This is an optimization exercise on Yosys and OpenROAD, whose aim is small area and a short achievable clock period, not a production implementation.
RTL that was checked went through simulation tests only; none was proved equivalent to the original.
Only the layout flow was run in run 4; the RTL was not checked for function there.
Power is estimated from default activity; no workload was simulated.

`flow/flow/run.sh`:
```
#!/bin/bash
# The standard layout (standard synthesis, floorplan, placement, CTS,
# routing) with a tighter timing-repair target and a leaner clock tree and
# port buffers. The clock period and constraints are the design's own.
#  - repair_timing aims for SETUP_SLACK_MARGIN ns of setup slack
#  - CTS builds from clkbuf_4/clkbuf_8 without dummy loads
#  - every input and output port still gets its own buffer (buf_1)
set -euo pipefail
bash standard.sh \
  SETUP_SLACK_MARGIN=6.1 \
  "CTS_ARGS=-sink_clustering_enable -repair_clock_nets -dont_use_dummy_load -buf_list {sky130_fd_sc_hd__clkbuf_4 sky130_fd_sc_hd__clkbuf_8}" \
  "BUFFER_PORTS_ARGS=-buffer_cell sky130_fd_sc_hd__buf_1" \
  finish > standard_flow.log 2>&1
```
`flow/standard.sh`:
```
#!/bin/bash
# synth_recipe.tcl (not shown) runs the flow's synth.tcl, then flattens the netlist and writes it again
# the make line also repeats each setting of config.mk as NAME=value (left out here)
make -C /OpenROAD-flow-scripts/flow DESIGN_CONFIG=/design/flow/config.mk WORK_HOME=/design/flow/orfs CLKGATE_MAP_FILE= SYNTH_SCRIPT=/design/flow/synth_recipe.tcl "${@:-finish}"
```
`flow/config.mk`:
```
export PLATFORM = sky130hd
export DESIGN_NAME = cpu2
export DESIGN_NICKNAME = cpu2
export VERILOG_FILES = /design/flow/design.v
export SDC_FILE = /design/flow/constraint.sdc
export NUM_CORES = 4
export LEC_CHECK = 0
export CAP_MARGIN = 20
export CORE_MARGIN = 2
export CORE_UTILIZATION = 65
export PLACE_DENSITY = 0.72
export SLEW_MARGIN = 20
```
`flow/constraint.sdc`:
```
create_clock -name core_clock -period 11.0 [get_ports {clk}]
set_input_delay 2.2000 -clock core_clock [delete_from_list [all_inputs] [get_ports {clk}]]
set_output_delay 2.2000 -clock core_clock [all_outputs]
set_load 0.01 [all_outputs]
```
`flow/design.v`:
```
module cpu2(
    input clk, rst_n,
    output hlt,
    output [15:0] pc,
    output [15:0] imem_addr,
    input [15:0] imem_data,
    output [15:0] dmem_addr,
    output [15:0] dmem_wdata,
    output dmem_we,
    input [15:0] dmem_rdata
);
    reg [15:0] pc_r;
    reg [15:0] if_inst, if_pc;
    reg [15:0] ex_inst, ex_pc, ex_rd1, ex_rd2;
    reg        ex_rfw, ex_stall, ex_flush;
    reg        ex_sub, ex_bimm;                    
    reg        ex_s1x, ex_s1m, ex_s1r, ex_s2x, ex_s2m, ex_s2r;
    reg        ex_spc;
    reg        ex_btk, ex_brtk;                    
    reg [2:0]  flags;
    reg        mem_rfw, mem_dmw, mem_mtr, mem_hlt, mem_m3;
    reg [3:0]  mem_wr;
    reg [15:0] mem_res, mem_sd;
    reg        wb_rfw, wb_hlt;
    reg [3:0]  wb_wr;
    reg [15:0] wb_data;
    wire [3:0] ex_op    = ex_inst[15:12];
    wire [3:0] ex_wr    = ex_inst[11:8];
    wire       ex_is_ld = (ex_op == 4'h8);
    wire       ex_is_st = (ex_op == 4'h9);
    wire       ex_br    = ex_op[3] & ex_op[2];           
    wire [3:0] ex_rr2   = ex_is_st ? ex_inst[11:8] : ex_inst[3:0];
    wire       ex_flagset = ex_rfw & ~ex_op[3] & ~(ex_op[1] & ex_op[0]);
    wire [15:0] id_inst = ex_flush ? 16'h0000 : if_inst;
    wire [15:0] id_pc   = if_pc;
    wire [3:0]  op      = id_inst[15:12];
    wire id_is_st  = (op == 4'h9);
    wire id_lb0    = op[3] & ~op[2] & op[1];             
    wire id_is_b   = (op == 4'hC);
    wire id_is_br  = (op == 4'hD);
    wire id_is_hlt = (op == 4'hF);
    wire id_rfw    = ~(id_is_st | id_is_b | id_is_br | id_is_hlt);
    wire [3:0] rr1 = id_lb0 ? id_inst[11:8] : id_inst[7:4];
    wire [3:0] rr2 = id_is_st ? id_inst[11:8] : id_inst[3:0];
    wire stall = (ex_is_ld & ((ex_wr == rr1) | (ex_wr == rr2))) |
                 ((id_is_b | id_is_br) & ex_flagset);
    wire f1x = id_rfw & (rr1 == ex_wr);
    wire f1m = id_rfw & (rr1 == mem_wr);
    wire f2x = id_rfw & (rr2 == ex_wr);
    wire f2m = id_rfw & (rr2 == mem_wr);
    reg cond;
    always @(*) begin
        case (id_inst[11:9])
            3'b000: cond = ~flags[0];
            3'b001: cond = flags[0];
            3'b010: cond = ~flags[0] & ~flags[2];
            3'b011: cond = flags[2];
            3'b100: cond = flags[0] | ~flags[2];
            3'b101: cond = flags[2] | flags[0];
            3'b110: cond = flags[1];
            default: cond = 1'b1;
        endcase
    end
    wire flush = (id_is_b | id_is_br) & cond & ~stall;
    wire rf_we = wb_rfw & ~ex_flush;
    wire [15:0] rf_wd = wb_data & {16{rst_n}};
    wire [15:0] rfv [0:15];
    genvar gi;
    generate
        for (gi = 0; gi < 16; gi = gi + 1) begin : R
            reg [15:0] q;
            always @(posedge clk)
                if (~rst_n | (rf_we & (wb_wr == gi))) q <= rf_wd;
            assign rfv[gi] = q;
        end
    endgenerate
    wire [15:0] rd1 = (rf_we & (rr1 == wb_wr)) ? wb_data : rfv[rr1];
    wire [15:0] rd2 = (rf_we & (rr2 == wb_wr)) ? wb_data : rfv[rr2];
    wire id_brop = op[3] & op[2];                        
    wire [15:0] a1 = ({16{ex_s1x}} & mem_res) | ({16{ex_s1m}} & wb_data) | ({16{ex_s1r}} & ex_rd1) |
                     ({16{ex_spc}} & {ex_pc[15:1], 1'b1});
    wire [15:0] a2 = ({16{ex_s2x}} & mem_res) | ({16{ex_s2m}} & wb_data) | ({16{ex_s2r}} & ex_rd2);
    wire [3:0] imm4 = ex_inst[3:0];
    wire [15:0] immv = ~ex_op[3] ? {12'h000, imm4} :
                       ~ex_op[2] ? {{11{imm4[3]}}, imm4, 1'b0} :
                       {{15{ex_btk}} & {{6{ex_inst[8]}}, ex_inst[8:0]}, 1'b1};
    wire [15:0] rt = ex_bimm ? immv : a2;
    wire [15:0] addA = {a1[15:1], a1[0] & ~(ex_op[3] & ~ex_op[2])};
    wire [15:0] addB = rt ^ {16{ex_sub}};
    wire [15:0] lo   = {1'b0, addA[14:0]} + {1'b0, addB[14:0]} + {15'h0000, ex_sub};
    wire        c15  = lo[15];
    wire [15:0] s    = {addA[15] ^ addB[15] ^ c15, lo[14:0]};
    wire [15:0] pc_tgt = {s[15:1], ex_pc[0]};      
    wire        ovf  = (addA[15] == addB[15]) & (c15 != addA[15]);
    wire        szero = &((addA ^ addB) ~^ {addA[14:0] | addB[14:0], ex_sub});
    wire [8:0]  red_lo = a1[7:0] + rt[7:0];
    wire [8:0]  red_hi = a1[15:8] + rt[15:8];
    wire [12:0] red_t  = {{4{red_lo[8]}}, red_lo[7:0]} + {{4{red_hi[8]}}, red_hi[7:0]};
    wire [15:0] red    = {{4{red_t[12]}}, red_t[11:0]};
    wire [4:0] n0 = a1[3:0] + rt[3:0];
    wire [4:0] n1 = a1[7:4] + rt[7:4];
    wire [4:0] n2 = a1[11:8] + rt[11:8];
    wire [4:0] n3 = a1[15:12] + rt[15:12];
    wire o0 = (a1[3] == rt[3]) & (n0[3] != a1[3]);
    wire o1 = (a1[7] == rt[7]) & (n1[3] != a1[7]);
    wire [15:0] psa;
    assign psa[3:0]   = o0 ? (a1[3] ? 4'h1 : 4'h7) : n0[3:0];
    assign psa[7:4]   = o1 ? (a1[7] ? 4'h1 : 4'h7) : n1[3:0];
    assign psa[11:8]  = (o0 & ~(a1[11] ^ rt[11])) ? (a1[11] ? 4'h1 : 4'h7) : n2[3:0];
    assign psa[15:12] = (o0 & ~(a1[15] ^ rt[15])) ? (a1[15] ? 4'h1 : 4'h7) : n3[3:0];
    wire        is_sll = (ex_op == 4'h4);
    wire        is_ror = (ex_op == 4'h6);
    wire [3:0]  rot_n  = is_sll ? (4'h0 - imm4) : imm4;
    wire [31:0] rotw   = {a1, a1} >> rot_n;
    wire [15:0] rot    = rotw[15:0];
    wire [15:0] keep   = is_ror ? 16'hFFFF : is_sll ? (16'hFFFF << imm4) : (16'hFFFF >> imm4);
    wire        shfill = ~is_sll & a1[15];
    wire [15:0] sho    = (rot & keep) | ({16{shfill}} & ~keep);
    wire [7:0]  imm8   = ex_inst[7:0];
    wire        op_add = ~ex_op[2] & ~ex_op[1];                
    wire        op_xor = (ex_op == 4'h2);
    wire        op_red = (ex_op == 4'h3);
    wire        op_sh  = (ex_op == 4'h4) | (ex_op == 4'h5) | (ex_op == 4'h6);
    wire        op_psa = (ex_op == 4'h7);
    wire        op_llb = (ex_op == 4'hA);
    wire        op_lhb = (ex_op == 4'hB);
    wire        op_pcs = (ex_op == 4'hE);
    wire        op_a1  = (ex_op == 4'hC) | (ex_op == 4'hD) | (ex_op == 4'hF);
    wire        satv   = ovf & ~ex_op[3];
    wire [15:0] addres = satv ? (a1[15] ? 16'h0100 : 16'h7FFF) : s;
    wire [15:0] res =
          ({16{op_add}} & addres)
        | ({16{op_xor}} & (a1 ^ rt))
        | ({16{op_red}} & red)
        | ({16{op_sh}}  & sho)
        | ({16{op_psa}} & psa)
        | ({16{op_pcs}} & pc_tgt)
        | ({16{op_a1}}  & ex_rd1)                  
        | {{8{op_llb}} & a1[15:8], {8{op_lhb}} & a1[7:0]}
        | {{8{op_lhb}} & imm8, {8{op_llb}} & imm8};
    reg [2:0] flags_n;
    always @(*) begin
        case (ex_op)
            4'h0, 4'h1: flags_n = {~ovf & s[15], ovf, ~ovf & szero};
            4'h2:       flags_n = {flags[2:1], flags[0] | (a1 == rt)};
            4'h4, 4'h5, 4'h6: flags_n = {flags[2:1], flags[0] | (sho == 16'h0000)};
            default:    flags_n = flags;
        endcase
    end
    assign dmem_addr  = mem_res;
    assign dmem_wdata = mem_m3 ? wb_data : mem_sd;
    assign dmem_we    = mem_dmw & rst_n;
    assign hlt       = wb_hlt;
    assign pc        = if_pc;
    assign imem_addr = pc_r;
    always @(posedge clk) begin
        ex_pc    <= id_pc;
        ex_btk   <= id_is_b & cond;
        ex_brtk  <= id_is_br & cond;
        ex_rd1   <= rd1;
        ex_rd2   <= rd2;
        mem_sd   <= ex_rd2;
        wb_data  <= mem_mtr ? dmem_rdata : mem_res;
    end
    always @(posedge clk) begin
        if (~rst_n) begin
            pc_r <= 16'h0000; if_inst <= 16'h0000; if_pc <= 16'h0000;
            ex_inst <= 16'h0000;
            ex_rfw <= 1'b0; ex_stall <= 1'b0; ex_flush <= 1'b0;
            ex_sub <= 1'b0; ex_bimm <= 1'b0; ex_spc <= 1'b0;
            ex_s1x <= 1'b0; ex_s1m <= 1'b0; ex_s1r <= 1'b0;
            ex_s2x <= 1'b0; ex_s2m <= 1'b0; ex_s2r <= 1'b0;
            flags <= 3'b000;
            mem_rfw <= 1'b0; mem_dmw <= 1'b0; mem_mtr <= 1'b0; mem_hlt <= 1'b0;
            mem_m3 <= 1'b0; mem_wr <= 4'h0; mem_res <= 16'h0000;
            wb_rfw <= 1'b0; wb_hlt <= 1'b0; wb_wr <= 4'h0;
        end else begin
            if (~ex_stall) begin
                pc_r    <= ~ex_br ? pc_r + 16'd2 :
                           (ex_op == 4'hF) ? ex_pc :
                           ex_brtk ? ex_rd1 : pc_tgt;
                if_inst <= imem_data;
                if_pc   <= pc_r;
            end
            ex_inst  <= stall ? 16'h0000 : id_inst;
            ex_rfw   <= ~stall & id_rfw;
            ex_stall <= stall;
            ex_sub   <= ~stall & (op == 4'h1);
            ex_bimm  <= ~stall & ((op == 4'h4) | (op == 4'h5) | (op == 4'h6) |
                                  (op == 4'h8) | (op == 4'h9) | id_brop);
            ex_spc   <= ~stall & id_brop;
            ex_flush <= flush;
            ex_s1x   <= ~stall & f1x & ~id_brop;
            ex_s1m   <= ~stall & ~f1x & f1m & ~id_brop;
            ex_s1r   <= ~stall & ~f1x & ~f1m & ~id_brop;
            ex_s2x   <= ~stall & f2x;
            ex_s2m   <= ~stall & ~f2x & f2m;
            ex_s2r   <= ~stall & ~f2x & ~f2m;
            flags    <= flags_n;
            mem_rfw  <= ex_rfw;
            mem_dmw  <= ex_is_st;
            mem_mtr  <= ex_is_ld;
            mem_hlt  <= (ex_op == 4'hF);
            mem_wr   <= ex_wr;
            mem_res  <= res;
            mem_m3   <= mem_rfw & (mem_wr == ex_rr2);
            wb_rfw   <= mem_rfw;
            wb_hlt   <= mem_hlt;
            wb_wr    <= mem_wr;
        end
    end
endmodule
```
==> impl_metrics.yaml, run 1 <==
run_status:
  status: "complete, no violations"
clock_tree:
  cts_max_level: 3
  cts.root.buffer_cell: "clkbuf_8"
  clockBufferDepth: 3
  cts_hold_buf: 0
  clkTransAtPathRegs_ps: 50
  clk_latency_ps: 670
  cts_tree: "yes"
  cts_buffers: 75
  cts_sinks: 448
yosys:
  synth_area_sq_um: 23990
  async_flop_share_pct: 0
  ys_seq_area_share_pct: 48.06
  yosysMostFrequentCell: "edfxtp_1"
  ys.warnings.count: 1
  synthTopCellsByCount: "edfxtp_1 (256), a22oi_1 (203), dfxtp_1 (192)"
  synth_cell_types: 88
  synth-main-ff-cell: "edfxtp_1"
  yosysTopAreaCell: "edfxtp_1"
  synth_cells: 2353
  synthTopCellsByArea: "edfxtp_1 (32%), dfxtp_1 (16%), a22oi_1 (6.4%)"
  synth_edf_count: 256
  ys_ff_latch: 448
  syn-num-nets: 2442
  syn_area_per_cell_sq_um: 10.20
  netlist.area_leader.share_pct: 32.04
global_routing:
  grt_pass1_vias: 22650
  antenna_found_initial: 3
  grt_pass1_wl_microns: 147900
  grt_usage_pct: 52.78
  grt_overflow_total: 0
  grt_max_degree: 40
critical_path:
  cp_data_arrival_time_ps: 2670
  cp_slowest_stage_delay_ps: 170
  cp_cell_sequence: "clkbuf_16 -> and2_1 -> buf_1"
  end_kind: "output port"
  crit_slowest_cell: "clkbuf_16"
  crit_family: "buffers and inverters"
  crit_fanout: 20
  cp-start-kind: "primary input"
  crit_required_ps: 8800
  path_class: "in -> out"
  worst-path-buf-inv: 2
route:
  wl_per_cell_microns: 34.85
  postRouteAntennaNets: 0
  viasPerCell: 8.012
  firstDrtPassIters: 15
  vias: 23370
  routed_wl_microns: 101700
  drtIter0Drc: 5081
  drc: 0
sta:
  hold_viol: 0
  min_period_ps: 4868
  rsz0062_at_grt: "false"
  tightest_slew_ps: 1123
  slew_headroom_pct: 24.85
  setup_violations: 0
  timing.final.crit_share_pct: 44.26
  slew_violations: 0
  setup_tns_ps: 0
  fmax_ghz: 0.2054
  worst_clock_skew_ps: 60.65
floorplan:
  die_area_sq_um: 38470
  start_util_pct: 65.70
  row_count: 70
  die_height_microns: 196.1
  die_width_microns: 196.1
  core-area_sq_um: 36520
  num_io_pins: 100
pwr:
  ir_drop_mv: 0.1922
  power.leakage_nw: 9.477
  power_density_nw_per_um2: 186.3
layout:
  drive_gt1_share_pct: 11.40
  fin_nets: 2539
  syn_to_final_growth_pct: 9.329
  fin_util_pct: 71.83
  final_design_area_no_fill_sq_um: 26230
  num-fill-cells: 2512
placed_design:
  io_buffer_count: 99
  dp_hpwl_microns: 66480
  dpl_cell_area_sq_um: 25070
  place_congestion: 1.108
min_path:
  hp-class: "reg -> reg"
flow_run:
  drv_cap: 0
[metrics by stage]
step                      hold WS (ps)  total power [mW]  std cells  worst slack [ps]
after floorplan                  330.9             2.998       2353              6112
after global placement           353.8             3.515       2839              5550
after detailed placement         357.6             3.541       2839              5532
after CTS                        350.0             4.751       2914              6084
after global routing             367.5             4.980       2916              6119
final                            350.6             4.887       2917              6132
[cells in the final DEF, fill, tap and decap left out, types with 16 or more instances in the layout]
| master | count |
|---|---|
| a21o_1 | 22 |
| a21oi_1 | 136 |
| a221oi_1 | 38 |
| a222oi_1 | 16 |
| a22o_1 | 38 |
| a22oi_1 | 203 |
| a31oi_1 | 16 |
| and2_1 | 52 |
| and3_1 | 17 |
| buf_1 | 98 |
| buf_4 | 70 |
| clkbuf_8 | 76 |
| dfxtp_1 | 183 |
| edfxtp_1 | 256 |
| ha_1 | 50 |
| inv_1 | 47 |
| mux2_2 | 35 |
| mux2i_1 | 80 |
| mux4_2 | 16 |
| nand2_1 | 146 |
| nand2b_1 | 18 |
| nand3_1 | 63 |
| nand4_1 | 59 |
| nor2_1 | 158 |
| nor3_1 | 44 |
| nor4_2 | 16 |
| o211ai_1 | 20 |
| o21ai_0 | 114 |
| o22ai_1 | 43 |
| xnor2_1 | 68 |
| xor2_1 | 29 |
[what timing repair did]
action                     4_1_cts  5_1_grt
buffers inserted                 0        1
resized for setup                6       17
pin swaps                        0        1
cloned                           0        1
setup endpoints to repair       10       14
[routing by layer]
metal | vias to the layer above | part of all wire (%) | track usage (%)
met5 | - | 0.022 | 0.5109
met4 | 4 | 10 | 37.29
li1 | 9226 | - | -
met2 | 2514 | 41 | 77.74
met3 | 903 | 16 | 21.25
met1 | 10720 | 32 | 63.14
[flip-flops by register name, summed over array words and instances (netlist names), 3 cells and up]
register,count
if_inst,16
wb_data,16
ex_pc,16
R.q,256
flags,3
wb_wr,4
ex_rd2,16
mem_res,16
ex_inst,16
mem_sd,16
mem_wr,4
if_pc,16
pc_r,16
ex_rd1,16
[power by group]
| group | switching, mW | internal (mW) | leakage, nW |
|---|---|---|---|
| combinational | 0.885 | 0.461 | 4.71 |
| sequential | 0.271 | 2.02 | 4.22 |
| clock | 0.650 | 0.601 | 0.539 |
| total | 1.81 | 3.08 | 9.48 |
[path summary, 6_finish.rpt]
kind / from / end / slack [ps] / cells after the start
min reg2reg: if_pc[6] / ex_pc[6] / 350 / 0
max: rst_n / dmem_we / 6130 / 3
min: if_pc[6] / ex_pc[6] / 350 / 0
max reg2reg: ex_inst[0] / mem_res[3] / 6250 / 13
[final cells by class]
cell class | instances | area, sq um | area share (%)
Inverter | 55 | 206.4 | 0.7870
Antenna cell | 1 | 2.502 | 0.009539
Timing Repair Buffer | 171 | 943.4 | 3.596
Tap cell | 468 | 585.6 | 2.232
Clock buffer | 75 | 1032 | 3.935
Sequential cell | 448 | 11540 | 44.00
Multi-Input combinational cell | 1699 | 11920 | 45.44
[kinds of logic (layout without fill, tap and decap cells)]
family,Yosys count,in the layout,share of synthesized area [%]
multiplexers,135,135,6.774
AND/OR/NAND/NOR,652,652,13.50
AO/OA/AOI/OAI,755,755,21.48
XOR/XNOR,100,100,3.739
adder cells (fa/ha/maj),57,57,3.108
flip-flops,448,448,48.06
other,0,1,0
buffers and inverters,206,301,3.337
==> run 2, diff against run 1 <==
--- a/flow/design.v
+++ b/flow/design.v
@@ -81,9 +81,10 @@
                      ({16{ex_spc}} & {ex_pc[15:1], 1'b1});
     wire [15:0] a2 = ({16{ex_s2x}} & mem_res) | ({16{ex_s2m}} & wb_data) | ({16{ex_s2r}} & ex_rd2);
     wire [3:0] imm4 = ex_inst[3:0];
+    wire        ex_is_hlt = (ex_op == 4'hF);
     wire [15:0] immv = ~ex_op[3] ? {12'h000, imm4} :
                        ~ex_op[2] ? {{11{imm4[3]}}, imm4, 1'b0} :
-                       {{15{ex_btk}} & {{6{ex_inst[8]}}, ex_inst[8:0]}, 1'b1};
+                       {({15{ex_btk}} & {{6{ex_inst[8]}}, ex_inst[8:0]}) | {15{ex_is_hlt}}, 1'b1};
     wire [15:0] rt = ex_bimm ? immv : a2;
     wire [15:0] addA = {a1[15:1], a1[0] & ~(ex_op[3] & ~ex_op[2])};
     wire [15:0] addB = rt ^ {16{ex_sub}};
@@ -126,15 +127,14 @@
     wire        op_lhb = (ex_op == 4'hB);
     wire        op_pcs = (ex_op == 4'hE);
     wire        op_a1  = (ex_op == 4'hC) | (ex_op == 4'hD) | (ex_op == 4'hF);
-    wire        satv   = ovf & ~ex_op[3];
+    wire        satv   = ovf & ~ex_op[3];      
     wire [15:0] addres = satv ? (a1[15] ? 16'h0100 : 16'h7FFF) : s;
     wire [15:0] res =
-          ({16{op_add}} & addres)
+          ({16{op_add | op_pcs}} & {addres[15:1], addres[0] | (op_pcs & ex_pc[0])})
         | ({16{op_xor}} & (a1 ^ rt))
         | ({16{op_red}} & red)
         | ({16{op_sh}}  & sho)
         | ({16{op_psa}} & psa)
-        | ({16{op_pcs}} & pc_tgt)
         | ({16{op_a1}}  & ex_rd1)                  
         | {{8{op_llb}} & a1[15:8], {8{op_lhb}} & a1[7:0]}
         | {{8{op_lhb}} & imm8, {8{op_llb}} & imm8};
@@ -177,7 +177,6 @@
         end else begin
             if (~ex_stall) begin
                 pc_r    <= ~ex_br ? pc_r + 16'd2 :
-                           (ex_op == 4'hF) ? ex_pc :
                            ex_brtk ? ex_rd1 : pc_tgt;
                 if_inst <= imem_data;
                 if_pc   <= pc_r;
@@ -200,7 +199,7 @@
             mem_rfw  <= ex_rfw;
             mem_dmw  <= ex_is_st;
             mem_mtr  <= ex_is_ld;
-            mem_hlt  <= (ex_op == 4'hF);
+            mem_hlt  <= ex_is_hlt;
             mem_wr   <= ex_wr;
             mem_res  <= res;
             mem_m3   <= mem_rfw & (mem_wr == ex_rr2);
==> flow/flow/run.sh (replaced) <==
#!/bin/bash
# The standard layout (standard synthesis, floorplan, placement, CTS,
# routing) with a tighter timing-repair target and a leaner clock tree and
# port buffers. The clock period and constraints are the design's own.
#  - repair_timing aims for SETUP_SLACK_MARGIN ns of setup slack
#  - CTS builds from clkbuf_4/clkbuf_8 in clusters of up to 12 sinks, without
#    dummy loads
#  - every input and output port still gets its own buffer (buf_1)
set -euo pipefail
bash standard.sh \
  SETUP_SLACK_MARGIN=6.15 \
  "CTS_ARGS=-sink_clustering_enable -repair_clock_nets -dont_use_dummy_load -sink_clustering_size 12 -sink_clustering_max_diameter 70 -buf_list {sky130_fd_sc_hd__clkbuf_4 sky130_fd_sc_hd__clkbuf_8}" \
  "BUFFER_PORTS_ARGS=-buffer_cell sky130_fd_sc_hd__buf_1" \
  finish > standard_flow.log 2>&1
--- a/flow/config.mk
+++ b/flow/config.mk
@@ -5,8 +5,8 @@
 export SDC_FILE = /design/flow/constraint.sdc
 export NUM_CORES = 4
 export LEC_CHECK = 0
-export CAP_MARGIN = 20
+export CAP_MARGIN = 5
 export CORE_MARGIN = 2
 export CORE_UTILIZATION = 65
 export PLACE_DENSITY = 0.72
-export SLEW_MARGIN = 20
+export SLEW_MARGIN = 5
==> run 2 against run 1 <==
Effect of this change: non-clock buffer count fell by 3; core utilization shrank 1.4 points; combinational power about the same; cell count shrank 4.8%; synthesized cell count is 4.7% lower; clock power shrank 26%; sequential cell count did not move; fmax is 1.2% higher; critical endpoint unchanged; largest power group unchanged; highest routed layer unchanged.
==> impl_metrics.yaml, run 2 <==
clock_tree:
  cts_tree: "yes"
  clockBufferDepth: 3
  cts_buffers: 45
  cts_sinks: 448
  cts.root.buffer_cell: "clkbuf_8"
  cts_hold_buf: 0
  cts_max_level: 2
  clk_latency_ps: 650
  clkTransAtPathRegs_ps: 80
critical_path:
  crit_required_ps: 8800
  path_class: "in -> out"
  crit_start: "rst_n"
  cp_data_arrival_time_ps: 2610
  reg2regPathDepth: 18
  crit_fanout: 4
  end_kind: "output port"
  endpoint: "dmem_we"
  r2r_setup_slack_ps: 6280
  crit-reg2reg-launch: "ex_s1r"
  cp-start-kind: "primary input"
  reg2reg_to: "mem_res[15]"
global_routing:
  grt_pass1_vias: 20120
  grt_max_degree: 63
  grt_overflow_total: 0
  grt_pass1_wl_microns: 129300
  antenna_found_initial: 1
  grt_usage_pct: 46.07
layout:
  drive_gt1_share_pct: 11.52
  syn_to_final_growth_pct: 7.581
  layout_commonest_cell: "edfxtp_1"
  final_cell_mix: "edfxtp_1 (256), dfxtp_1 (186), a22oi_1 (176), a21oi_1 (140), nor2_1 (137)"
  top_register: "R.q"
  largest_register_ffs: 256
  final_design_area_no_fill_sq_um: 25600
  fin_nets: 2411
  antenna-diode-count: 0
  num-fill-cells: 2648
route:
  routed_wl_microns: 89000
  wl_per_cell_microns: 32.04
  postRouteAntennaNets: 0
  drtIter0Drc: 3034
  drc: 0
  firstDrtPassIters: 9
  vias: 20990
  viasPerCell: 7.557
sta:
  timing.final.crit_share_pct: 43.72
  fmax_ghz: 0.2079
  slew_violations: 0
  tightest_slew_ps: 1347
  hold_viol: 0
  rsz0062_at_grt: "false"
  slew_headroom_pct: 9.907
  setup_tns_ps: 0
  worst_clock_skew_ps: 82.14
  min_period_ps: 4809
  setup_violations: 0
yosys:
  synth_area_sq_um: 23800
  async_flop_share_pct: 0
  ys.warnings.count: 1
  ys_ff_latch: 448
  syn-num-nets: 2341
  netlist.area_leader.share_pct: 32.30
  synth-main-ff-cell: "edfxtp_1"
  synth_cell_types: 92
  syn_area_per_cell_sq_um: 10.62
  synth_cells: 2242
  yosysTopAreaCell: "edfxtp_1"
  yosysMostFrequentCell: "edfxtp_1"
  ys_seq_area_share_pct: 48.45
  synthTopCellsByArea: "edfxtp_1 (32%), dfxtp_1 (16%), a22oi_1 (5.6%)"
  synth_edf_count: 256
  synthTopCellsByCount: "edfxtp_1 (256), dfxtp_1 (192), a22oi_1 (176)"
placed_design:
  place_congestion: 1.008
  io_buffer_count: 99
  dpl_cell_area_sq_um: 24780
  dp_hpwl_microns: 60580
pwr:
  power.leakage_nw: 9.466
  power_density_nw_per_um2: 179.4
  ir_drop_mv: 0.2168
  power_mw: 4.594
flow_run:
  drv_cap: 0
min_path:
  hp-class: "reg -> reg"
floorplan:
  die_area_sq_um: 38160
  row_count: 70
  num_io_pins: 100
  die_height_microns: 195.3
  core-area_sq_um: 36350
  die_width_microns: 195.3
  start_util_pct: 65.48
run_status:
  status: "complete, no violations"
## run 2: kinds of logic after synthesis
family                   count (synthesis)  synth area share (%)
AO/OA/AOI/OAI                          709                 20.92
multiplexers                           148                 7.355
AND/OR/NAND/NOR                        554                 11.72
flip-flops                             448                 48.45
XOR/XNOR                                95                 3.575
buffers and inverters                  223                 4.364
adder cells (fa/ha/maj)                 65                 3.607
## run 2: how the worst min path moves through the flow
stage	slack, ps	to	cells after the start	startpoint
2_1_floorplan	330	mem_sd[15]	0	ex_rd2[15]
3_3_place_gp	340	mem_sd[0]	0	ex_rd2[0]
3_5_place_dp	340	mem_sd[7]	0	ex_rd2[7]
4_1_cts	350	mem_sd[7]	0	ex_rd2[7]
5_1_grt	360	mem_sd[12]	0	ex_rd2[12]
6_report	350	mem_sd[6]	0	ex_rd2[6]
## run 2: critical path, stage by stage
cell and delay, ps:
clkbuf_8 140, and2_4 130, buf_2 130
## run 2: per-stage QoR
stage	hold WS (ps)	utilization (%)	std cells	setup WS, ps
after floorplan	330.6	-	2242	6168
after global placement	339.1	68.18	2730	5733
after detailed placement	338.3	68.18	2730	5637
after CTS	353.0	70.09	2775	6192
after global routing	362.4	70.44	2778	6153
final	349.4	70.44	2778	6191
## run 2: layout make-up
type	count	area [sq um]	area share, %
Clock buffer	45	619.3	2.419
Inverter	77	289.0	1.129
Multi-Input combinational cell	1572	11640	45.47
Sequential cell	448	11540	45.08
Tap cell	468	585.6	2.287
Timing Repair Buffer	168	925.9	3.616
## run 2: power breakdown
part | leakage (nW) | switching, mW | total, mW | internal, mW
logic | 4.92 | 0.886 | 1.38 | 0.490
clock network | 0.324 | 0.563 | 0.926 | 0.363
registers | 4.22 | 0.262 | 2.29 | 2.03
## run 2: what timing repair did
action / in CTS / in global routing
pin swaps: 0 / 2
gates cloned: 0 / 1
setup buffers: 0 / 2
resized for setup: 16 / 22
setup endpoints to repair: 17 / 14
## run 2: routing by layer
metal	share of wire, %	global-route usage, %
met1	34	57.02
met2	44	70.97
met3	14	11.61
met4	9.1	32.74
met5	0.020	0
==> run 3, diff against run 2 <==
--- a/flow/config.mk
+++ b/flow/config.mk
@@ -5,8 +5,8 @@
 export SDC_FILE = /design/flow/constraint.sdc
 export NUM_CORES = 4
 export LEC_CHECK = 0
-export CAP_MARGIN = 5
+export CAP_MARGIN = 20
 export CORE_MARGIN = 2
 export CORE_UTILIZATION = 65
 export PLACE_DENSITY = 0.72
-export SLEW_MARGIN = 5
+export SLEW_MARGIN = 20
==> run 3 against run 2 <==
Effect of this change: count of clock-buffer cells in the layout did not move; worst hold slack got worse by 1.9 ps; global-route usage did not move; non-clock buffer count rose by 2; sequential cell count did not move; register-to-register slack barely moved; fmax barely moved; clock power barely moved; sequential share of layout area fell by 0.079 points; sequential power barely moved; critical path type unchanged; largest cell class unchanged.
==> impl_metrics.yaml, run 3 <==
critical_path:
  r2r_setup_slack_ps: 6280
  reg2reg_to: "mem_res[15]"
  crit_required_ps: 8800
  reg2regPathDepth: 18
  cp_data_arrival_time_ps: 2610
  end_kind: "output port"
  crit-reg2reg-launch: "ex_s1r"
  crit_fanout: 4
  crit_start: "rst_n"
  cp-start-kind: "primary input"
  path_class: "in -> out"
floorplan:
  core-area_sq_um: 36350
  die_width_microns: 195.3
  num_io_pins: 100
  die_area_sq_um: 38160
  die_height_microns: 195.3
  row_count: 70
  start_util_pct: 65.48
layout:
  fin_nets: 2413
  largest_register_ffs: 256
  drive_gt1_share_pct: 11.68
  final_cell_mix: "edfxtp_1 (256), dfxtp_1 (186), a22oi_1 (176), a21oi_1 (140), nor2_1 (137)"
  layout.cells.non_filler: 2780
  layout_commonest_cell: "edfxtp_1"
  top_register: "R.q"
  antenna-diode-count: 0
  syn_to_final_growth_pct: 7.770
  multi_input_area_sq_um: 11660
  num-fill-cells: 2642
  ff_latch_area_sq_um: 11540
placed_design:
  place_ws_ps: 5637
  post-place-cells: 2730
  io_buffer_count: 99
  dp_hpwl_microns: 60580
  place_congestion: 1.008
sta:
  setup_slack_ps: 6188
  rsz0062_at_grt: "false"
  setup_violations: 0
  min_period_ps: 4812
  fmax_ghz: 0.2078
  worst_clock_skew_ps: 77.76
  hold_viol: 0
  slew_headroom_pct: 14.69
  slew_violations: 0
  setup_tns_ps: 0
  timing.final.crit_share_pct: 43.75
  tightest_slew_ps: 1276
min_path:
  hp-class: "reg -> reg"
  whs_path_depth: 0
  hold_path_end: "mem_sd[6]"
  min-delay-start: "ex_rd2[6]"
global_routing:
  grt_pass1_vias: 20120
  grt_usage_pct: 46.07
  grt_pass1_wl_microns: 129300
  antenna_found_initial: 1
  grt_overflow_total: 0
  grt_max_degree: 63
yosys:
  netlist.area_leader.share_pct: 32.30
  ys.warnings.count: 1
  synthTopCellsByCount: "edfxtp_1 (256), dfxtp_1 (192), a22oi_1 (176)"
  yosysMostFrequentCell: "edfxtp_1"
  syn-num-nets: 2341
  ys_seq_area_share_pct: 48.45
  synth_cell_types: 92
  syn_area_per_cell_sq_um: 10.62
  async_flop_share_pct: 0
  synthTopCellsByArea: "edfxtp_1 (32%), dfxtp_1 (16%), a22oi_1 (5.6%)"
  yosysTopAreaCell: "edfxtp_1"
  synth-main-ff-cell: "edfxtp_1"
  synth_edf_count: 256
  synth_area_sq_um: 23800
  ys_ff_latch: 448
  synth_cells: 2242
clock_tree:
  cts.root.buffer_cell: "clkbuf_8"
  cts_tree: "yes"
  clkTransAtPathRegs_ps: 80
  clockBufferDepth: 3
  cts_sinks: 448
  cts_buffers: 45
  clk_latency_ps: 650
  cts_hold_buf: 0
  cts_max_level: 2
route:
  vias: 20980
  wl_per_cell_microns: 31.97
  firstDrtPassIters: 9
  routed_wl_microns: 88870
  drc: 0
  postRouteAntennaNets: 0
  drtIter0Drc: 3094
  viasPerCell: 7.546
pwr:
  power_mw: 4.592
  power.leakage_nw: 9.482
  ir_drop_mv: 0.2206
  power_density_nw_per_um2: 179.1
run_status:
  status: "complete, no violations"
flow_run:
  drv_cap: 0
==> run 3: cell counts after synthesis <==
No cell type changed its count.
==> run 3: power breakdown <==
part	internal (mW)	switching, mW	leakage, nW
Clock	0.364	0.560	0.324
Sequential	2.03	0.263	4.22
Combinational	0.491	0.886	4.94
==> run 3: final cells by class <==
cell class	count	share of cell area, %
clock buffers	45	2.415
flip-flops and latches	448	45.00
repair buffers	170	3.727
inverters	77	1.127
well taps	468	2.283
multi-input cells	1572	45.45
==> run 3: critical path: stages <==
cell,delay [ps]
clkbuf_8,150
and2_4,130
buf_2,130
==> run 3: what timing repair did <==
action	4_1_cts	5_1_grt
gates cloned	0	1
resized for setup	16	22
setup endpoints to repair	17	14
buffers inserted	0	2
pin swaps	0	2
==> run 3: worst max-delay path by stage <==
stage / slack (ps) / cells past startpoint / end
2_1_floorplan: 6170 / 3 / dmem_we
3_3_place_gp: 5730 / 22 / mem_res[8]
3_5_place_dp: 5640 / 17 / flags[0]
4_1_cts: 6190 / 3 / dmem_we
5_1_grt: 6150 / 17 / mem_res[15]
6_report: 6190 / 3 / dmem_we
==> run 3: routing by layer <==
layer,share of wire (%),global-route usage (%)
met3,13,11.61
met5,0.015,0
met2,44,70.97
met4,8.8,32.74
met1,34,57.02
==> run 3: metrics by stage <==
step	hold slack, ps	util [%]	instance area, sq um
2_1_floorplan	330.6	-	23820
3_3_place_gp	339.1	68.18	24780
4_1_cts	353.0	70.09	25480
5_1_grt	362.4	70.56	25650
6_report	347.5	70.56	25650
3_5_place_dp	338.3	68.18	24780
==> run 3: cell families (layout without fill, tap and decap cells) <==
| logic type | Yosys count | count (layout) | synth area share (%) |
|---|---|---|---|
| AND/OR/NAND/NOR | 554 | 554 | 11.72 |
| flip-flops | 448 | 448 | 48.45 |
| adder cells (fa/ha/maj) | 65 | 65 | 3.607 |
| AO/OA/AOI/OAI | 709 | 710 | 20.92 |
| multiplexers | 148 | 148 | 7.355 |
| XOR/XNOR | 95 | 95 | 3.575 |
| buffers and inverters | 223 | 292 | 4.364 |
==> run 4, diff against run 3 <==
--- a/flow/design.v
+++ b/flow/design.v
@@ -155,6 +155,8 @@
     assign imem_addr = pc_r;
     always @(posedge clk) begin
         ex_pc    <= id_pc;
+        if (~ex_stall) if_inst <= imem_data;
+        ex_inst[7:0] <= if_inst[7:0];
         ex_btk   <= id_is_b & cond;
         ex_brtk  <= id_is_br & cond;
         ex_rd1   <= rd1;
@@ -164,9 +166,10 @@
     end
     always @(posedge clk) begin
         if (~rst_n) begin
-            pc_r <= 16'h0000; if_inst <= 16'h0000; if_pc <= 16'h0000;
-            ex_inst <= 16'h0000;
-            ex_rfw <= 1'b0; ex_stall <= 1'b0; ex_flush <= 1'b0;
+            pc_r <= 16'h0000; if_pc <= 16'h0000;
+            ex_inst[15:8] <= 8'h00;
+            ex_rfw <= 1'b0; ex_stall <= 1'b0;
+            ex_flush <= 1'b1;
             ex_sub <= 1'b0; ex_bimm <= 1'b0; ex_spc <= 1'b0;
             ex_s1x <= 1'b0; ex_s1m <= 1'b0; ex_s1r <= 1'b0;
             ex_s2x <= 1'b0; ex_s2m <= 1'b0; ex_s2r <= 1'b0;
@@ -178,10 +181,9 @@
             if (~ex_stall) begin
                 pc_r    <= ~ex_br ? pc_r + 16'd2 :
                            ex_brtk ? ex_rd1 : pc_tgt;
-                if_inst <= imem_data;
                 if_pc   <= pc_r;
             end
-            ex_inst  <= stall ? 16'h0000 : id_inst;
+            ex_inst[15:8] <= stall ? 8'h00 : id_inst[15:8];
             ex_rfw   <= ~stall & id_rfw;
             ex_stall <= stall;
             ex_sub   <= ~stall & (op == 4'h1);
==> run 4 against run 3 <==
Effect of this change: non-clock buffer count is 11 higher; sequential power is 2% lower; cell count is 1.8% higher; core utilization is 1.7 points higher; critical endpoint unchanged; largest cell class is now registers.
==> impl_metrics.yaml, run 4 <==
min_path:
  hp-class: "reg -> reg"
route:
  drtIter0Drc: 3630
  wl_per_cell_microns: 32.48
  viasPerCell: 7.721
  postRouteAntennaNets: 0
  drc: 0
  vias: 21840
  routed_wl_microns: 91890
  firstDrtPassIters: 8
clock_tree:
  cts_tree: "yes"
  cts_max_level: 2
  clockBufferDepth: 3
  clk_latency_ps: 670
  cts_hold_buf: 0
  cts.root.buffer_cell: "clkbuf_8"
  cts_sinks: 448
  cts_buffers: 45
  clkTransAtPathRegs_ps: 80
layout:
  antenna-diode-count: 0
  layout_commonest_cell: "edfxtp_1"
  largest_register_ffs: 256
  fin_nets: 2469
  final_cell_mix: "edfxtp_1 (272), a22oi_1 (226), dfxtp_1 (166), a21oi_1 (149), nor2_1 (131)"
  layout.cells.non_filler: 2829
  drive_gt1_share_pct: 11.36
  top_register: "R.q"
  syn_to_final_growth_pct: 9.203
critical_path:
  crit_fanout: 2
  path_class: "in -> out"
  cp-start-kind: "primary input"
  crit_required_ps: 8800
  cp_data_arrival_time_ps: 2680
  end_kind: "output port"
  r2r_setup_slack_ps: 6290
yosys:
  syn-num-nets: 2392
  yosysTopAreaCell: "edfxtp_1"
  ys_seq_area_share_pct: 49.53
  synth_edf_count: 272
  synth_area_sq_um: 23600
  ys.warnings.count: 1
  async_flop_share_pct: 0
  synthTopCellsByArea: "edfxtp_1 (35%), dfxtp_1 (15%), a22oi_1 (7.2%)"
  ys_ff_latch: 448
  netlist.area_leader.share_pct: 34.61
  syn_area_per_cell_sq_um: 10.29
  synth_cells: 2293
  synth_cell_types: 73
  yosysMostFrequentCell: "edfxtp_1"
  synth-main-ff-cell: "edfxtp_1"
  synthTopCellsByCount: "edfxtp_1 (272), a22oi_1 (227), dfxtp_1 (176)"
sta:
  rsz0062_at_grt: "true"
  tightest_slew_ps: 1192
  worst_clock_skew_ps: 112.5
  slew_headroom_pct: 20.25
  slew_violations: 0
  setup_tns_ps: 0
  setup_violations: 0
  fmax_ghz: 0.2049
  hold_slack_ps: 354.0
  timing.final.crit_share_pct: 44.37
  min_period_ps: 4881
  hold_viol: 0
floorplan:
  num_io_pins: 100
  die_area_sq_um: 37850
  start_util_pct: 66.20
  die_width_microns: 194.6
  core-area_sq_um: 35660
  row_count: 69
  die_height_microns: 194.6
placed_design:
  post-place-cells: 2776
  dp_hpwl_microns: 61320
  place_congestion: 1.132
  io_buffer_count: 99
global_routing:
  grt_usage_pct: 47.93
  grt_pass1_wl_microns: 133500
  grt_overflow_total: 0
  grt_pass1_vias: 21240
  antenna_found_initial: 1
  grt_max_degree: 44
pwr:
  power.leakage_nw: 9.345
  power_density_nw_per_um2: 172.1
  ir_drop_mv: 0.1724
flow_run:
  drv_cap: 0
run_status:
  status: "complete, no violations"
==> run 4: changes by cell type in the layout (fill, tap and decap cells not counted), sizes merged, moves of 12 or more <==
cell	previous run	this run
mux2i	95	51
nor2	151	132
xor2	31	19
nand3	39	66
a22oi	176	227
nor4	18	30
a221oi	59	41
a21oi	141	153
nand2	116	129
a22o	57	35
edfxtp	256	272
dfxtp	192	176
==> run 4: power by group <==
part / total [mW] / internal, mW / switching, mW / leakage [nW]
clock network: 0.907 / 0.363 / 0.543 / 0.324
logic: 1.28 / 0.447 / 0.834 / 4.76
registers: 2.25 / 2.02 / 0.231 / 4.26
==> run 4: cell families after synthesis <==
| kind of cell | Yosys count | synth area share [%] |
|---|---|---|
| buffers and inverters | 227 | 3.626 |
| adders and majority gates | 65 | 3.637 |
| AOI/OAI and AO/OA | 778 | 22.35 |
| xor gates and xnor gates | 92 | 3.414 |
| DFF | 448 | 49.53 |
| muxes | 100 | 4.978 |
| and+or+nand+nor | 583 | 12.46 |
==> run 4: path summary, 6_finish.rpt <==
kind / from / end / depth (start not counted)
setup / recovery: rst_n / dmem_we / 4
hold / removal: ex_rd2[11] / mem_sd[11] / 0
setup reg to reg: ex_inst[3] / mem_res[0] / 14
hold reg to reg: ex_rd2[11] / mem_sd[11] / 0
==> run 4: metal layers <==
metal | vias up | part of all wire [%] | GRT usage (%)
met5 | - | 0.014 | 0
met4 | 2 | 9.8 | 37.44
met3 | 662 | 15 | 13.19
met2 | 2113 | 43 | 73.20
met1 | 10110 | 33 | 57.75
li1 | 8957 | - | -
==> run 4: area by class of cell <==
type	count	area [sq um]
clock buffers	45	619.3
fillers	2627	9881
inverters	76	285.3
multi-input cells	1618	11450
flip-flops and latches	448	11700
well taps	461	576.8
repair buffers	181	1136
==> run 4: what timing repair did <==
| item | in CTS | in global routing |
|---|---|---|
| gates resized for setup | 28 | 25 |
| cloned | 2 | 0 |
| setup endpoints to repair | 20 | 18 |
| pin swaps | 0 | 3 |
| buffers inserted | 2 | 2 |
==> run 4: critical path, stage by stage <==
cell and delay, ps:
clkbuf_16 120, buf_12 120, and2_4 130, buf_6 110
==> run 4: metrics by stage <==
stage          setup WS (ps)  total power, mW  instance area, sq um  util (%)
2_1_floorplan           6054            2.960                 23640         -
3_3_place_gp            5515            3.424                 24820     69.61
3_5_place_dp            5408            3.452                 24830     69.63
4_1_cts                 6133            4.337                 25620     71.84
5_1_grt                 6113            4.551                 25770     72.29
6_report                6119            4.436                 25770     72.29
==> run 5, diff against run 4 <==
--- a/flow/design.v
+++ b/flow/design.v
@@ -21,8 +21,7 @@
     reg        mem_rfw, mem_dmw, mem_mtr, mem_hlt, mem_m3;
     reg [3:0]  mem_wr;
     reg [15:0] mem_res, mem_sd;
-    reg        wb_rfw, wb_hlt;
-    reg [3:0]  wb_wr;
+    reg        wb_hlt;
     reg [15:0] wb_data;
     wire [3:0] ex_op    = ex_inst[15:12];
     wire [3:0] ex_wr    = ex_inst[11:8];
@@ -62,20 +61,21 @@
         endcase
     end
     wire flush = (id_is_b | id_is_br) & cond & ~stall;
-    wire rf_we = wb_rfw & ~ex_flush;
-    wire [15:0] rf_wd = wb_data & {16{rst_n}};
+    wire [15:0] wb_next = mem_mtr ? dmem_rdata : mem_res;
+    wire rf_we = mem_rfw & ~flush;
+    wire [15:0] rf_wd = wb_next & {16{rst_n}};
     wire [15:0] rfv [0:15];
     genvar gi;
     generate
         for (gi = 0; gi < 16; gi = gi + 1) begin : R
             reg [15:0] q;
             always @(posedge clk)
-                if (~rst_n | (rf_we & (wb_wr == gi))) q <= rf_wd;
+                if (~rst_n | (rf_we & (mem_wr == gi))) q <= rf_wd;
             assign rfv[gi] = q;
         end
     endgenerate
-    wire [15:0] rd1 = (rf_we & (rr1 == wb_wr)) ? wb_data : rfv[rr1];
-    wire [15:0] rd2 = (rf_we & (rr2 == wb_wr)) ? wb_data : rfv[rr2];
+    wire [15:0] rd1 = rfv[rr1];
+    wire [15:0] rd2 = rfv[rr2];
     wire id_brop = op[3] & op[2];                        
     wire [15:0] a1 = ({16{ex_s1x}} & mem_res) | ({16{ex_s1m}} & wb_data) | ({16{ex_s1r}} & ex_rd1) |
                      ({16{ex_spc}} & {ex_pc[15:1], 1'b1});
@@ -162,7 +162,7 @@
         ex_rd1   <= rd1;
         ex_rd2   <= rd2;
         mem_sd   <= ex_rd2;
-        wb_data  <= mem_mtr ? dmem_rdata : mem_res;
+        wb_data  <= wb_next;
     end
     always @(posedge clk) begin
         if (~rst_n) begin
@@ -176,7 +176,7 @@
             flags <= 3'b000;
             mem_rfw <= 1'b0; mem_dmw <= 1'b0; mem_mtr <= 1'b0; mem_hlt <= 1'b0;
             mem_m3 <= 1'b0; mem_wr <= 4'h0; mem_res <= 16'h0000;
-            wb_rfw <= 1'b0; wb_hlt <= 1'b0; wb_wr <= 4'h0;
+            wb_hlt <= 1'b0;
         end else begin
             if (~ex_stall) begin
                 pc_r    <= ~ex_br ? pc_r + 16'd2 :
@@ -205,9 +205,7 @@
             mem_wr   <= ex_wr;
             mem_res  <= res;
             mem_m3   <= mem_rfw & (mem_wr == ex_rr2);
-            wb_rfw   <= mem_rfw;
             wb_hlt   <= mem_hlt;
-            wb_wr    <= mem_wr;
         end
     end
 endmodule
==> run 5 against run 4 <==
Effect of this change: still clean; combinational power fell by 3%; synthesized cell count fell by 4.3%; global-route usage rose by 1.8 points; largest power group unchanged.
==> impl_metrics.yaml, run 5 <==
run_status:
  status: "complete, no violations"
global_routing:
  grt_overflow_total: 0
  grt_pass1_wl_microns: 131600
  grt_usage_pct: 49.74
  antenna_found_initial: 9
  grt_max_degree: 36
  grt_pass1_vias: 20000
placed_design:
  io_buffer_count: 99
  place_congestion: 1.073
  dp_hpwl_microns: 60480
  post-place-cells: 2675
  dpl_cell_area_sq_um: 24250
pwr:
  ir_drop_mv: 0.1857
  power_mw: 4.352
  power_density_nw_per_um2: 171.6
  power.leakage_nw: 9.252
floorplan:
  num_io_pins: 100
  start_util_pct: 65.42
  core-area_sq_um: 35310
  row_count: 69
  die_area_sq_um: 37060
  die_height_microns: 192.5
  die_width_microns: 192.5
clock_tree:
  cts.root.buffer_cell: "clkbuf_8"
  cts_tree: "yes"
  clk_latency_ps: 680
  cts_sinks: 443
  cts_max_level: 2
  clkTransAtPathRegs_ps: 80
  cts_hold_buf: 0
  cts_buffers: 45
  clockBufferDepth: 3
layout:
  layout.cells.non_filler: 2749
  fin_nets: 2381
  largest_register_ffs: 256
  final_design_area_no_fill_sq_um: 25350
  num-fill-cells: 2500
  top_register: "R.q"
  layout_commonest_cell: "edfxtp_1"
  drive_gt1_share_pct: 12.06
  syn_to_final_growth_pct: 9.761
  final_cell_mix: "edfxtp_1 (272), a22oi_1 (205), dfxtp_1 (158), a21oi_1 (132), nor2_1 (116)"
sta:
  min_period_ps: 4863
  worst_clock_skew_ps: 82.78
  rsz0062_at_grt: "true"
  hold_viol: 0
  hold_slack_ps: 351.2
  fmax_ghz: 0.2056
  slew_violations: 0
  slew_headroom_pct: 9.684
  timing.final.crit_share_pct: 44.21
  setup_tns_ps: 0
  tightest_slew_ps: 1353
  setup_violations: 0
route:
  viasPerCell: 7.825
  postRouteAntennaNets: 0
  routed_wl_microns: 92330
  drtIter0Drc: 4340
  drc: 0
  firstDrtPassIters: 12
  wl_per_cell_microns: 33.59
  vias: 21510
yosys:
  ys.warnings.count: 1
  yosysTopAreaCell: "edfxtp_1"
  synth_area_sq_um: 23100
  synth-main-ff-cell: "edfxtp_1"
  yosysMostFrequentCell: "edfxtp_1"
  ys_ff_latch: 443
  synth_cells: 2195
  synthTopCellsByArea: "edfxtp_1 (35%), dfxtp_1 (15%), a22oi_1 (6.8%)"
  syn-num-nets: 2294
  synthTopCellsByCount: "edfxtp_1 (272), a22oi_1 (208), dfxtp_1 (171)"
  netlist.area_leader.share_pct: 35.36
  async_flop_share_pct: 0
  synth_edf_count: 272
  synth_cell_types: 77
  ys_seq_area_share_pct: 50.18
  syn_area_per_cell_sq_um: 10.52
critical_path:
  crit_fanout: 3
  path_class: "in -> out"
  end_kind: "output port"
  cp_data_arrival_time_ps: 2660
  cp-start-kind: "primary input"
  crit_required_ps: 8800
min_path:
  hp-class: "reg -> reg"
flow_run:
  drv_cap: 0
-- run 5: cell types whose count changed after synthesis, sizes merged, moves of 10 or more --
| cell | previous run | this run |
|---|---|---|
| a21oi | 153 | 136 |
| a222oi | 11 | 21 |
| a22oi | 227 | 208 |
| clkbuf | 139 | 129 |
| nand2 | 129 | 93 |
| nand3 | 66 | 103 |
| nand4 | 51 | 41 |
| nor4 | 30 | 17 |
| o211ai | 12 | 43 |
| o21ai | 129 | 101 |
| o22a | 0 | 32 |
| o22ai | 43 | 5 |
| xnor2 | 73 | 61 |
-- run 5: worst paths after layout --
check             from         end  slack (ps)  depth (start not counted)
max              rst_n     dmem_we        6140                          4
min          ex_rd2[4]   mem_sd[4]         350                          0
max reg2reg     ex_s2x  mem_res[4]        6290                         13
min reg2reg  ex_rd2[4]   mem_sd[4]         350                          0
-- run 5: area by class of cell --
type | instances | area (sq um) | area share (%)
antenna | 8 | 20.02 | 0.07896
clock buffer | 45 | 619.3 | 2.443
inverter | 67 | 259.0 | 1.022
multi-input combinational | 1548 | 11160 | 44.03
sequential | 443 | 11620 | 45.84
tap | 461 | 576.8 | 2.275
timing repair buffer | 177 | 1092 | 4.308
-- run 5: logic make-up after synthesis --
family	count (synthesis)	synth area share (%)
buffers and inverters	204	3.320
flip-flops	443	50.18
AND/OR/NAND/NOR	561	12.29
XOR/XNOR	85	3.223
adder cells (fa/ha/maj)	66	3.759
multiplexers	89	4.420
AO/OA/AOI/OAI	747	22.81
-- run 5: stage by stage --
stage | util [%] | setup WS [ps]
2_1_floorplan | - | 6127
3_3_place_gp | 68.64 | 5416
3_5_place_dp | 68.68 | 5399
4_1_cts | 70.95 | 6094
5_1_grt | 71.74 | 6130
6_report | 71.80 | 6137
-- run 5: where the power goes --
part,total [mW],internal (mW),switching [mW]
clock network,0.909,0.364,0.545
registers,2.20,1.99,0.208
logic,1.24,0.435,0.806
-- run 5: timing repair --
action	in CTS	in global routing
resized for setup	31	41
pin swaps	1	6
hold endpoints to repair	0	0
buffers inserted	4	12
setup endpoints to repair	20	88
gates cloned	2	0
-- run 5: worst max-delay path: stages --
cell and delay [ps]:
buf_12 110, buf_16 120, and2_4 130, buf_6 110
-- run 5: routing by layer --
| metal | track usage [%] | routed length (microns) | up-vias |
|---|---|---|---|
| met5 | 0 | 83 | - |
| met4 | 38.61 | 9505 | 10 |
| met3 | 18.71 | 14600 | 716 |
| met2 | 72.00 | 38500 | 2219 |
| met1 | 59.90 | 29640 | 9873 |
| li1 | - | - | 8694 |
==> run 6, diff against run 5 <==
==> flow/flow/run.sh (replaced) <==
#!/bin/bash
# The standard layout (standard synthesis, floorplan, placement, CTS,
# routing) with these changes to how the layout is made; the clock period and
# constraints are the design's own:
#  - repair_timing aims for SETUP_SLACK_MARGIN ns of setup slack
#  - CTS builds from clkbuf_4/clkbuf_8 in clusters of up to 12 sinks, without
#    dummy loads
#  - every input and output port still gets its own buffer (buf_1)
#  - after placement, flow/fix_rst.tcl moves the dmem_we gate's rst_n input
#    from the first buffer of the reset tree onto the rst_n port buffer's net
set -euo pipefail
ARGS=(
  SETUP_SLACK_MARGIN=6.15
  "CTS_ARGS=-sink_clustering_enable -repair_clock_nets -dont_use_dummy_load -sink_clustering_size 12 -sink_clustering_max_diameter 70 -buf_list {sky130_fd_sc_hd__clkbuf_4 sky130_fd_sc_hd__clkbuf_8}"
  "BUFFER_PORTS_ARGS=-buffer_cell sky130_fd_sc_hd__buf_1"
)
bash standard.sh "${ARGS[@]}" place > standard_flow_place.log 2>&1
PLACE_ODB=orfs/results/${FLOW_PLATFORM}/cpu2/base/3_place.odb \
  openroad -no_init -exit flow/fix_rst.tcl > fix_rst.log 2>&1
bash standard.sh "${ARGS[@]}" finish > standard_flow_finish.log 2>&1
==> flow/flow/fix_rst.tcl (new file) <==
# Hang the dmem_we AND gate directly off rst_n's port buffer.
# After placement the rst_n port buffer feeds one buffer that roots the whole
# synchronous-reset tree, and the gate that forms dmem_we (a load on the
# port-to-port path rst_n -> dmem_we) sits under that extra buffer. Moving the
# gate's input onto the port buffer's own net keeps the logic and every port
# buffer as they are and only drops one buffer stage from that path.
set odb $::env(PLACE_ODB)
read_db $odb
set block [ord::get_db_block]
proc drv {net} {
  foreach it [$net getITerms] { if {[$it isOutputSignal]} { return $it } }
  return ""
}
proc is_buf {inst} {
  return [regexp {^sky130_fd_sc_hd__(buf|clkbuf)_[0-9]+$} [[$inst getMaster] getName]]
}
set in_buf [[lindex [[[$block findBTerm rst_n] getNet] getITerms] 0] getInst]
set n_in [[$in_buf findITerm X] getNet]
set out_buf [[lindex [[[$block findBTerm dmem_we] getNet] getITerms] 0] getInst]
set gate [[drv [[$out_buf findITerm A] getNet]] getInst]
puts "rst_n port buffer [$in_buf getName], net [$n_in getName]; dmem_we gate [$gate getName] [[$gate getMaster] getName]"
set moved 0
foreach it [$gate getITerms] {
  if {![$it isInputSignal]} { continue }
  set n [$it getNet]
  if {$n eq "NULL" || $n eq ""} { continue }
  # walk up through plain buffers towards the port buffer
  set cur $n
  set hops 0
  while {$cur ne $n_in && $hops < 8} {
    set d [drv $cur]
    if {$d eq ""} { break }
    set di [$d getInst]
    if {![is_buf $di]} { break }
    set cur [[$di findITerm A] getNet]
    incr hops
  }
  if {$cur eq $n_in && $hops > 0} {
    puts "moving [$gate getName]/[[$it getMTerm] getName] from [$n getName] to [$n_in getName] ($hops buffer(s) skipped)"
    $it disconnect
    $it connect $n_in
    incr moved
  }
}
puts "moved $moved pin(s)"
write_db $odb
==> run 6 against run 5 <==
Effect of this change: still clean on timing, DRC and antenna; global-route usage down 0.33 points; sequential power about the same; setup slack better by 38 ps; non-clock buffer count down 6; power about the same; core utilization down 0.48 points; critical path depth up 16; critical path type is now reg -> reg.
==> impl_metrics.yaml, run 6 <==
floorplan:
  num_io_pins: 100
  start_util_pct: 65.42
  die_height_microns: 192.5
  die_area_sq_um: 37060
  core-area_sq_um: 35310
  row_count: 69
  die_width_microns: 192.5
layout:
  final_design_area_no_fill_sq_um: 25180
  syn_to_final_growth_pct: 9.030
  layout_commonest_cell: "edfxtp_1"
  largest_register_ffs: 256
  ff_latch_area_sq_um: 11620
  final_cell_mix: "edfxtp_1 (272), a22oi_1 (207), dfxtp_1 (158), a21oi_1 (132), nor2_1 (116)"
  fin_nets: 2375
  drive_gt1_share_pct: 11.61
  multi_input_area_sq_um: 11150
  num-fill-cells: 2536
  top_register: "R.q"
route:
  vias: 21400
  routed_wl_microns: 91910
  viasPerCell: 7.811
  postRouteAntennaNets: 0
  firstDrtPassIters: 10
  drc: 0
  drtIter0Drc: 4259
  wl_per_cell_microns: 33.56
sta:
  timing.final.crit_share_pct: 43.87
  slew_violations: 0
  rsz0062_at_grt: "true"
  slew_headroom_pct: 11.14
  fmax_ghz: 0.2072
  setup_violations: 0
  worst_clock_skew_ps: 94.12
  tightest_slew_ps: 1332
  setup_slack_ps: 6175
  hold_viol: 0
  setup_tns_ps: 0
  min_period_ps: 4825
yosys:
  synthSimpleGateAreaFrac_pct: 12.29
  async_flop_share_pct: 0
  synthTopCellsByCount: "edfxtp_1 (272), a22oi_1 (208), dfxtp_1 (171)"
  synth_cell_types: 77
  synthAdderAreaFrac_pct: 3.759
  synth_top_family_by_area: "compound AO/OA/AOI/OAI gates"
  syn-num-nets: 2294
  syn_area_per_cell_sq_um: 10.52
  yosysMostFrequentCell: "edfxtp_1"
  yosysTopAreaCell: "edfxtp_1"
  netlist.area_leader.share_pct: 35.36
  ys_ff_latch: 443
  ys_seq_area_share_pct: 50.18
  synth.area.mux_share_pct: 4.420
  synth_compound_area_share_pct: 22.81
  synth_area_sq_um: 23100
  synth_cells: 2195
  synth-main-ff-cell: "edfxtp_1"
  ys.warnings.count: 1
  synthXorXnorAreaFrac_pct: 3.223
  synthTopCellsByArea: "edfxtp_1 (35%), dfxtp_1 (15%), a22oi_1 (6.8%)"
  synth_edf_count: 272
critical_path:
  cp_slowest_stage_delay_ps: 440
  cp-start-kind: "register"
  end_kind: "register"
  crit_required_ps: 11480
  crit_slowest_cell: "or3_1"
  cp_cell_sequence: "a22oi_1 -> and2_2 -> inv_1 -> ha_1 -> a21o_1 -> a21oi_4 -> inv_1 -> a21oi_1 -> nor2b_1 -> o21ai_0 -> nand2b_1 -> a21oi_2 -> xnor2_1 -> ha_2 -> nor2_1 -> or3_1 -> xnor2_1 -> a221o_1 -> a221oi_1 -> nor2_1"
  crit_fanout: 16
  cp_data_arrival_time_ps: 5300
  path_class: "reg -> reg"
pwr:
  total_switching_power_mw: 1.564
  clock_power_share_pct: 21.0
  ir_drop_mv: 0.1892
  p_int_mw: 2.786
  power.leakage_nw: 9.166
  p_comb_share_pct: 28.4
  power_density_nw_per_um2: 172.7
  switching_share_pct: 35.95
  seq_power_share_pct: 50.6
clock_tree:
  cts_max_level: 2
  clockBufferDepth: 3
  cts_buffers: 45
  clkTransAtPathRegs_ps: 90
  cts_hold_buf: 0
  clk_latency_ps: 690
  cts_tree: "yes"
  cts.root.buffer_cell: "clkbuf_8"
  cts_sinks: 443
global_routing:
  grt_pass1_vias: 19890
  grt_max_degree: 71
  grt_usage_pct: 49.41
  grt_overflow_total: 0
  antenna_found_initial: 8
  grt_pass1_wl_microns: 130800
placed_design:
  dpl_cell_area_sq_um: 24250
  place_congestion: 1.073
  place_ws_ps: 5399
  dp_hpwl_microns: 60480
  io_buffer_count: 99
flow_run:
  drv_cap: 0
min_path:
  hp-class: "reg -> reg"
run_status:
  status: "complete, no violations"
## run 6: changes by cell type in the layout (fill, tap and decap cells not counted), sizes merged
cell and change:
buf -4, bufbuf -2, diode -4
## run 6: critical path, delay by kind of cell, from the launching register on
family | cells | cell delay (ps)
AND/OR/NAND/NOR | 6 | 1060
flip-flops | 1 | 430
AO/OA/AOI/OAI | 8 | 1860
XOR/XNOR | 2 | 240
adder cells (fa/ha/maj) | 2 | 730
buffers and inverters | 2 | 280
## run 6: cells by family after synthesis
kind of cell    Yosys count
xor+xnor                 85
simple gates            561
buf+inv                 204
compound gates          747
flops                   443
mux                      89
fa+ha+maj                66
## run 6: cell type report
class / count / share of cell area [%]
Timing Repair Buffer: 171 / 3.781
Multi-Input combinational cell: 1548 / 44.26
Inverter: 67 / 1.028
Clock buffer: 45 / 2.459
Antenna cell: 4 / 0.03975
Sequential cell: 443 / 46.14
Tap cell: 461 / 2.290
## run 6: final timing paths
kind / start / cells after the start / to / slack (ps)
worst max-delay path: ex_s1x / 20 / mem_res[8] / 6170
worst min-delay path: ex_rd2[4] / 0 / mem_sd[4] / 360
worst max register to register: ex_s1x / 20 / mem_res[8] / 6170
worst min register to register: ex_rd2[4] / 0 / mem_sd[4] / 360
## run 6: timing repair
action | 4_1_cts | 5_1_grt
setup buffers | 3 | 10
pin swaps | 1 | 5
resized for setup | 25 | 29
setup endpoints to repair | 19 | 75
## run 6: per-stage QoR
stage	util (%)	std cells	hold slack, ps	total power, mW
after global placement	68.64	2674	338.4	3.334
after floorplan	-	2195	330.9	2.889
after global routing	71.29	2735	361.0	4.448
after CTS	70.67	2723	356.0	4.235
after detailed placement	68.68	2675	347.3	3.353
final	71.32	2739	361.1	4.350
## run 6: power groups by stage
stage	combinational, mW	clock, mW	sequential [mW]
after CTS	1.15	0.905	2.18
after global placement	1.13	0	2.20
after floorplan	0.769	0	2.12
after global routing	1.29	0.954	2.21
after detailed placement	1.14	0	2.21
final	1.23	0.915	2.20
## run 6: routing by layer
metal | GRT usage (%) | wire length (microns) | vias to the layer above
li1 | - | - | 8673
met1 | 60.22 | 30080 | 9869
met2 | 71.96 | 38420 | 2170
met3 | 17.62 | 14210 | 673
met4 | 37.23 | 9135 | 10
met5 | 0 | 65 | -

-- separate check: timing with driven ports --
No port has a modelled driver above. Below, the same layouts with a new extraction and two added sets of constraints.
Step 1 sets driving cells, clkbuf_16 on the clock port and buf_2 on the other inputs (assumed; they add their load-dependent delay and slew).
Step 2 moves the port delays by t, midway between the first and last clock arrival at a register: inputs arrive t later, outputs are due t later. That takes back most of the time a late clock gives input paths.
a / b / c = ideal / step 1 / step 2; a / b = the first two.
| run | t, ns | setup slack, ns | hold WS [ns] |
|---|---|---|---|
| run 1 | 0.687 | 6.132 / 5.984 / 5.984 | 0.351 / 0.351 / 0.351 |
| run 2 | 0.681 | 6.191 / 6.159 / 6.159 | 0.349 / 0.349 / 0.349 |
| run 3 | 0.679 | 6.188 / 6.157 / 6.157 | 0.347 / 0.347 / 0.347 |
| run 4 | 0.672 | 6.119 / 6.077 / 6.077 | 0.354 / 0.354 / 0.354 |
| run 5 | 0.692 | 6.137 / 6.083 / 6.083 | 0.351 / 0.351 / 0.351 |
| run 6 | 0.699 | 6.175 / 6.175 / 6.175 | 0.361 / 0.361 / 0.361 |
After both steps setup and hold are still met in every run listed. The setup slack of run 1, which loses most, moves by -0.148 ns with the drivers and by -0.148 ns with both steps.
